This design comes from an exercise in tuning for small area on the open sky130 flow, not from production work.

job 101:
Design image_processor, start of the top module:
module image_processor #(parameter WIDTH = 100, parameter DATA_WIDTH = 8) (
    input clk,
    input rst_n,
    input shift_en,
    input [3*DATA_WIDTH-1:0] data_in,
    output logic [3*DATA_WIDTH-1:0] out_pixel
);
Size in the first run: ~4100 cells after synthesis, roughly 1700 flip-flops, ~51 I/O pins, roughly 0.054 mm2 of cells after synthesis.
==> module gray_converter, before the edit <==
module gray_converter(
    input [23:0] rgb_in,
    output [7:0] rgb_out 
);
assign rgb_out = (rgb_in[7:0] >> 4) + (rgb_in[15:8] >> 1) + (rgb_in[23:16] >> 2);
endmodule
==> module sobel_kernel, before the edit <==
module sobel_kernel #(
    parameter THRESHOLD = 350
)(
    input  logic clk,
    input  logic rst_n,
    input  logic [7:0] p11, p12, p13,
    input  logic [7:0] p21, p22, p23,
    input  logic [7:0] p31, p32, p33,
    input  logic [2:0] v1, v2, v3,    
    output logic edge_out
);
    localparam int T = THRESHOLD / 2;
    localparam int BIAS = 3 * 255;
    logic [10:0] sa, sb;
    logic e1, e2, e3;
    logic [7:0] m11, m12, m13, m21, m23, m31, m32, m33;
    assign m11 = p11 & {8{v1[0]}};
    assign m12 = p12 & {8{v1[1]}};
    assign m13 = p13 & {8{v1[2]}};
    assign m21 = p21 & {8{v2[0]}};
    assign m23 = p23 & {8{v2[2]}};
    assign m31 = p31 & {8{v3[0]}};
    assign m32 = p32 & {8{v3[1]}};
    assign m33 = p33 & {8{v3[2]}};
    function automatic [10:0] sum6(input [7:0] u1, input [7:0] u2, input [7:0] u3,
                                   input [7:0] w1, input [7:0] w2, input [7:0] w3);
        logic [10:0] v1, v2, v3, v4, s2, c2, s3, c3;
        v1 = {3'b0, u1 ^ u2 ^ u3};
        v3 = {2'b0, (u1 & u2) | (u1 & u3) | (u2 & u3), 1'b0};
        v2 = {3'b0, ~(w1 ^ w2 ^ w3)};
        v4 = {2'b0, ~((w1 & w2) | (w1 & w3) | (w2 & w3)), 1'b0};
        s2 = v1 ^ v2 ^ v3;
        c2 = {(v1[9:0] & v2[9:0]) | (v1[9:0] & v3[9:0]) | (v2[9:0] & v3[9:0]), 1'b0};
        s3 = s2 ^ c2 ^ v4;
        c3 = {(s2[9:0] & c2[9:0]) | (s2[9:0] & v4[9:0]) | (c2[9:0] & v4[9:0]), 1'b0};
        sum6 = s3 + c3;
    endfunction
    assign sa = sum6(m12, m13, m23, m21, m31, m32);
    assign sb = sum6(m23, m32, m33, m21, m12, m11);
    always_ff @(posedge clk or negedge rst_n) begin
        if (!rst_n) begin
            e1 <= 1'b0; e2 <= 1'b0; e3 <= 1'b0; edge_out <= 1'b0;
        end else begin
            e1 <= (sa > 11'(BIAS + T)) | (sa < 11'(BIAS - T)) | (sb > 11'(BIAS + T)) | (sb < 11'(BIAS - T));
            e2 <= e1;
            e3 <= e2;
            edge_out <= e3;
        end
    end
endmodule
clock: 6.0 ns
lec_check: 0
cap_margin: 20
core_margin: 2
core_utilization: 75
place_density: 0.9
slew_margin: 20
synth_hierarchical: 1
standard.sh (not shown) runs the stock make flow with config.mk's settings and CLKGATE_MAP_FILE= SYNTH_SCRIPT=/design/flow/synth_recipe.tcl, a recipe that flattens the netlist after the stock synthesis.
==> flow/flow/run.sh <==
#!/bin/bash
# Own flow: the standard layout (standard.sh: standard synthesis,
# floorplan, power grid, placement, routing, all unchanged), except that
#  - the clock tree is built from small clock buffers on larger sink
#    clusters and without dummy loads (CTS_ARGS), and
set -uo pipefail
cd "$(dirname "$0")/.."
export BUFFER_PORTS_ARGS="-buffer_cell sky130_fd_sc_hd__buf_1"
base="-sink_clustering_enable -repair_clock_nets -dont_use_dummy_load"
trees=(
  "-sink_clustering_size 20 -sink_clustering_max_diameter 50 -buf_list sky130_fd_sc_hd__clkbuf_8"
  "-sink_clustering_size 20 -sink_clustering_max_diameter 42 -buf_list sky130_fd_sc_hd__clkbuf_8"
  "-sink_clustering_size 30 -sink_clustering_max_diameter 60"
)
RESULTS=$(pwd)/orfs/results/sky130hd/image_processor/base
export RESULTS
n=0
for t in "${trees[@]}"; do
  n=$((n+1))
  export CTS_ARGS="$base $t"
  if [[ $n -gt 1 ]]; then
    bash standard.sh clean_cts clean_route clean_finish > clean_$n.log 2>&1
  fi
  if ! bash standard.sh > standard_$n.log 2>&1; then
    continue
  fi
  openroad -no_init -exit flow/check.tcl > check_$n.log 2>&1 || continue
  cp orfs/reports/sky130hd/image_processor/base/6_finish.rpt finish_$n.rpt 2>/dev/null || true
  cp orfs/logs/sky130hd/image_processor/base/6_report.log report_$n.log 2>/dev/null || true
  slew=$(awk '/^CHECK clk_pin_slew_ps/{print $3}' check_$n.log)
  setup=$(awk '/^CHECK setup_slack/{print $3}' check_$n.log)
  if awk -v s="$slew" -v t="$setup" 'BEGIN{exit !(s != "" && s < 122 && t != "" && t >= 0.06)}'; then
    exit 0
  fi
done
[[ -f out/final.def ]]
==> flow/flow/check.tcl <==
set P $::env(FLOW_HOME)/platforms/sky130hd
set R $::env(RESULTS)
read_lef $P/lef/sky130_fd_sc_hd.tlef
read_lef $P/lef/sky130_fd_sc_hd_merged.lef
read_liberty $P/lib/sky130_fd_sc_hd__tt_025C_1v80.lib
read_db $R/6_final.odb
read_sdc $R/6_final.sdc
read_spef $R/6_final.spef
set_propagated_clock [all_clocks]
set worst 0
foreach pin [all_registers -clock_pins -edge_triggered] {
  foreach edge {rise fall} {
    foreach analysis {min max} {
      set s [expr {[sta::time_ui_sta [get_property $pin slew_${analysis}_$edge]] * 1e12}]
      if {$s > $worst} { set worst $s }
    }
  }
}
puts "CHECK clk_pin_slew_ps $worst"
puts "CHECK setup_slack [sta::worst_slack -max]"
puts "CHECK hold_slack [sta::worst_slack -min]"
Job 101 went all the way through synthesis, placement and routing and the layout is clean on timing, DRC and antenna.
Input changes introduced in job 102 (baseline for comparison: job 101):
--- a/flow/design.v
+++ b/flow/design.v
@@ -2,7 +2,28 @@
     input [23:0] rgb_in,
     output [7:0] rgb_out 
 );
-assign rgb_out = (rgb_in[7:0] >> 4) + (rgb_in[15:8] >> 1) + (rgb_in[23:16] >> 2);
+wire [3:0] b = rgb_in[7:4];
+wire [6:0] g = rgb_in[15:9];
+wire [5:0] r = rgb_in[23:18];
+function automatic [1:0] fa(input x, input y, input z);    
+    fa = {(x & y) | (x & z) | (y & z), x ^ y ^ z};
+endfunction
+function automatic [1:0] ha(input x, input y);
+    ha = {x & y, x ^ y};
+endfunction
+wire [1:0] f0 = fa(b[0], g[0], r[0]);
+wire [1:0] f1 = fa(b[1], g[1], r[1]);
+wire [1:0] f2 = fa(b[2], g[2], r[2]);
+wire [1:0] f3 = fa(b[3], g[3], r[3]);
+wire [1:0] f4 = fa(g[4], r[4], f3[1]);
+wire [1:0] h1 = ha(f1[0], f0[1]);
+wire [1:0] a2 = fa(f2[0], f1[1], h1[1]);
+wire [1:0] a3 = fa(f3[0], f2[1], a2[1]);
+wire [1:0] h4 = ha(f4[0], a3[1]);
+wire [1:0] f5 = fa(g[5], r[5], f4[1]);
+wire [1:0] h5 = ha(f5[0], h4[1]);
+wire [1:0] a6 = fa(g[6], f5[1], h5[1]);
+assign rgb_out = {a6[1], a6[0], h5[0], h4[0], a3[0], a2[0], h1[0], f0[0]};
 endmodule
 module line_buffer #(parameter DEPTH = 204, parameter DATA_WIDTH = 8) (
     input clk,
@@ -80,21 +101,8 @@
     assign m31 = p31 & {8{v3[0]}};
     assign m32 = p32 & {8{v3[1]}};
     assign m33 = p33 & {8{v3[2]}};
-    function automatic [10:0] sum6(input [7:0] u1, input [7:0] u2, input [7:0] u3,
-                                   input [7:0] w1, input [7:0] w2, input [7:0] w3);
-        logic [10:0] v1, v2, v3, v4, s2, c2, s3, c3;
-        v1 = {3'b0, u1 ^ u2 ^ u3};
-        v3 = {2'b0, (u1 & u2) | (u1 & u3) | (u2 & u3), 1'b0};
-        v2 = {3'b0, ~(w1 ^ w2 ^ w3)};
-        v4 = {2'b0, ~((w1 & w2) | (w1 & w3) | (w2 & w3)), 1'b0};
-        s2 = v1 ^ v2 ^ v3;
-        c2 = {(v1[9:0] & v2[9:0]) | (v1[9:0] & v3[9:0]) | (v2[9:0] & v3[9:0]), 1'b0};
-        s3 = s2 ^ c2 ^ v4;
-        c3 = {(s2[9:0] & c2[9:0]) | (s2[9:0] & v4[9:0]) | (c2[9:0] & v4[9:0]), 1'b0};
-        sum6 = s3 + c3;
-    endfunction
-    assign sa = sum6(m12, m13, m23, m21, m31, m32);
-    assign sb = sum6(m23, m32, m33, m21, m12, m11);
+    assign sa = {3'b0, m12} + {3'b0, m13} + {3'b0, m23} + {3'b0, ~m21} + {3'b0, ~m31} + {3'b0, ~m32};
+    assign sb = {3'b0, m23} + {3'b0, m32} + {3'b0, m33} + {3'b0, ~m21} + {3'b0, ~m12} + {3'b0, ~m11};
     always_ff @(posedge clk or negedge rst_n) begin
         if (!rst_n) begin
             e1 <= 1'b0; e2 <= 1'b0; e3 <= 1'b0; edge_out <= 1'b0;
Final weighted congestion in routability-driven placement for job 102 is higher than for job 101.
Of job 101 and job 102, job 101 shows the lower total of plain and repair buffers excluding clock buffers, with job 102 above it.
For final standard cell area without fillers, job 102 and job 101 come out practically identical.
On non-clock buffering overhead in the final layout, job 101 tracks job 102 almost exactly.
Between job 102 and job 101, the post-layout net count figures differ only marginally.
Portion of the layout cell area used by clock cells of job 102 is on par with job 101.
Going from job 101 to job 102, worst path setup slack after routing now larger; critical path depth now smaller.
Job 102 does worse than job 101 on worst hold slack across all endpoints.
No functional check of the RTL was part of any run of this note.

[re-timing with driven ports]
No port has a modelled driver above. Below, the same layouts with a new extraction and two added sets of constraints. Step 1 (the two cells are an assumption about what drives the block):
set clk [get_ports {clk}]
set_driving_cell -lib_cell sky130_fd_sc_hd__clkbuf_16 $clk
set_driving_cell -lib_cell sky130_fd_sc_hd__buf_2 [delete_from_list [all_inputs] $clk]
Step 2 also shifts input and output timing later by t, the mid clock arrival at the registers, as if the neighbouring blocks saw the same clock. a / b / c = no drivers / after step 1 / after step 2; a / b = the first two.
| run | t (ns) | setup slack, ns | worst setup path after step 2 |
|---|---|---|---|
| job 101 | 0.756 | 1.532 / 1.532 / 1.532 | register to register |
| job 102 | 0.769 | 1.596 / 1.596 / 1.596 | register to register |
After both steps setup and hold are still met in every run listed.
